This design comes from an exercise in tuning for small area, a short achievable clock period and few clock cycles on the open sky130 flow, not from production work. The RTL was checked by simulation tests, not by an equivalence proof against the original design. Power and IR drop assume default switching activity.

== lane 1 ==
Design systolic_mm, start of the top module:
module systolic_mm (
    input clk,
    input rst_n,
    input in_valid,
    input in_last,
    input [55:0] a_col,
    input [55:0] b_row,
    output reg out_valid,
    output reg [55:0] out_data
);
Size: about 14000 cells after synthesis, ~170 I/O pins, ~160000 sq um of cells after synthesis.
clock: 7.5 ns
lec_check: 0
abc_clock_period_in_ps: 3000
cap_margin: 20
core_margin: 2
core_utilization: 60
cts_cluster_diameter: 80
cts_cluster_size: 30
place_density: 0.68
setup_slack_margin: 4.35
slew_margin: 20
synth_hierarchical: 1
synth_minimum_keep_size: 0
standard.sh (not shown) runs the stock make flow with config.mk's settings and CLKGATE_MAP_FILE= SYNTH_SCRIPT=/design/flow/synth_recipe.tcl, a recipe that flattens the netlist after the stock synthesis.
==> flow/flow/run.sh <==
#!/bin/bash
set -euo pipefail
export BUFFER_PORTS_ARGS="-buffer_cell sky130_fd_sc_hd__buf_4"
bash standard.sh finish > standard_flow.log 2>&1
Testbench counts of lane 1, summed over its fixed seeds: cycles 6,216.
Relative to lane 1, the following input files were edited for lane 2:
- a deleted PLACE_DENSITY that had been 0.68
- a deleted CTS_CLUSTER_SIZE that had been 30
- a change of CORE_UTILIZATION from 60 to 50
- a change of SETUP_SLACK_MARGIN from 4.35 to 4.25
- a deleted CTS_CLUSTER_DIAMETER that had been 80
==> flow/run.sh (new file) <==
#!/bin/bash
# synth_recipe.tcl (not shown) runs the flow's synth.tcl, then flattens the netlist and writes it again
# the make line also repeats each setting of config.mk as NAME=value (left out here)
make -C /OpenROAD-flow-scripts/flow DESIGN_CONFIG=/design/flow/config.mk WORK_HOME=/design/flow/orfs CLKGATE_MAP_FILE= SYNTH_SCRIPT=/design/flow/synth_recipe.tcl finish
removed: flow/flow/run.sh
removed: flow/standard.sh
Findings:
- Lane 2 closes out successfully: all stages finished, all timing, DRC and antenna checks passed.
- Any difference in number of H-tree levels between lane 2 and lane 1 is small enough to ignore.
- The more densely filled core belongs to lane 1, not lane 2.
- Looking at cell area after layout, lane 2 sits 1.6% above lane 1.
- Comparing lane 2 and lane 1, the lower detailed-router iteration count before antenna repair is on lane 1.
- Relative to lane 1, the number of stages on the worst setup path of lane 2 is lower by 1.
- | buffer share of cell area | lane 2 vs lane 1 | 0.99 points lower |
- Higher met3 layer usage reported by global route was reported by lane 1, not lane 2.
- Comparing lane 2 against lane 1, there is no change at all in number of nets still failing antenna checks after routing.
[inputs] lane 3 vs lane 2
- CTS_CLUSTER_DIAMETER: unset -> 80
- PLACE_DENSITY: unset -> 0.7
- CTS_CLUSTER_SIZE: unset -> 30
- SETUP_SLACK_MARGIN: 4.25 -> 4.42
- CORE_UTILIZATION: 50 -> 62
==> flow/flow/run.sh (new file) <==
#!/bin/bash
set -euo pipefail
export BUFFER_PORTS_ARGS="-buffer_cell sky130_fd_sc_hd__buf_4"
bash standard.sh finish > standard_flow.log 2>&1
==> flow/standard.sh (new file) <==
#!/bin/bash
# synth_recipe.tcl (not shown) runs the flow's synth.tcl, then flattens the netlist and writes it again
# the make line also repeats each setting of config.mk as NAME=value (left out here)
make -C /OpenROAD-flow-scripts/flow DESIGN_CONFIG=/design/flow/config.mk WORK_HOME=/design/flow/orfs CLKGATE_MAP_FILE= SYNTH_SCRIPT=/design/flow/synth_recipe.tcl "${@:-finish}"
removed: flow/run.sh
## What came out
Number of buffer and inverter instances along the worst setup path in lane 3 vs lane 2: up 1
Lane 3 vs. lane 2: count of non-CTS buffers in the layout rose by 37%; global placement routability congestion rose by 0.061; total power fell by 1.9 mW.
The setup slack of lane 3 is larger than that of lane 2.
The final layout from lane 3, which completed every stage, passed the timing, design-rule and antenna checks at the end of the flow.
Changes observed in lane 3 relative to lane 2: synthesized area per cell comparable, final clock period utilization by the worst path lower.
Comparing routed via count for lane 2 and lane 3, the bigger number came from lane 3.
met2 wire length for lane 3: about 4.6% up relative to lane 2
On post-placement cell area: between lane 2 and lane 3, it ends up higher for lane 2.
#### Input delta (lane 4 over lane 3)
- changing SETUP_SLACK_MARGIN from 4.42 to 4.25
- removing PLACE_DENSITY (formerly 0.7)
- changing CORE_UTILIZATION from 62 to 50
- removing CTS_CLUSTER_SIZE (formerly 30)
- removing CTS_CLUSTER_DIAMETER (formerly 80)
### Flow results
Lane 4 vs lane 3 — fmax dropped by a few percent
Comparing lane 3 and lane 4, the lower non-clock buffer count was measured on lane 4.
Lane 4 vs lane 3 — cell area after layout dropped 1300 sq um.
Lower power density normalized to cell area goes to lane 3 over lane 4.
Of the two values seen for timing endpoint of the critical path, g_row[2].g_col[1].u_mac.acc_s[15] was produced by lane 3 and g_red[3].u_red.x_r[11] by lane 4.
Lane 4 vs lane 3, final cell count without fillers went up by about 5%.
Min period utilization across lane 3 and lane 4: lane 3
Worst setup path startpoint = g_row[2].g_col[1].u_mac.u_clr_s.q: lane 3; worst setup path startpoint = g_red[3].u_red.u_fin_cl.q[0]: lane 4

## afterwards: timing with drivers on the ports
The flow's constraints put no driver on any port. The routed layouts listed below were extracted and timed again, unchanged, in two steps. Step 1 assumes that a clkbuf_16 drives the clock port and a buf_2 every other input. Step 2 moves the port delays by t, midway between the first and last clock arrival at a register: inputs arrive t later, outputs are due t later. That takes back most of the time a late clock gives input paths. Slacks: no drivers / after step 1 / after step 2; pairs: no drivers / after step 1.
run	t (ns)	slack for setup (ns)	pins driven straight from the clock port
lane 1	0.964	4.365 / 4.365 / 3.820	1
lane 2	1.014	4.189 / 4.189 / 3.436	1
lane 3	0.949	4.400 / 4.400 / 3.970	1
lane 4	1.014	4.201 / 4.201 / 3.876	1
After both steps every run listed still meets setup and hold. For lane 2, which loses most, drivers alone change the setup slack by 0.000 ns; drivers and shift together by -0.753 ns.
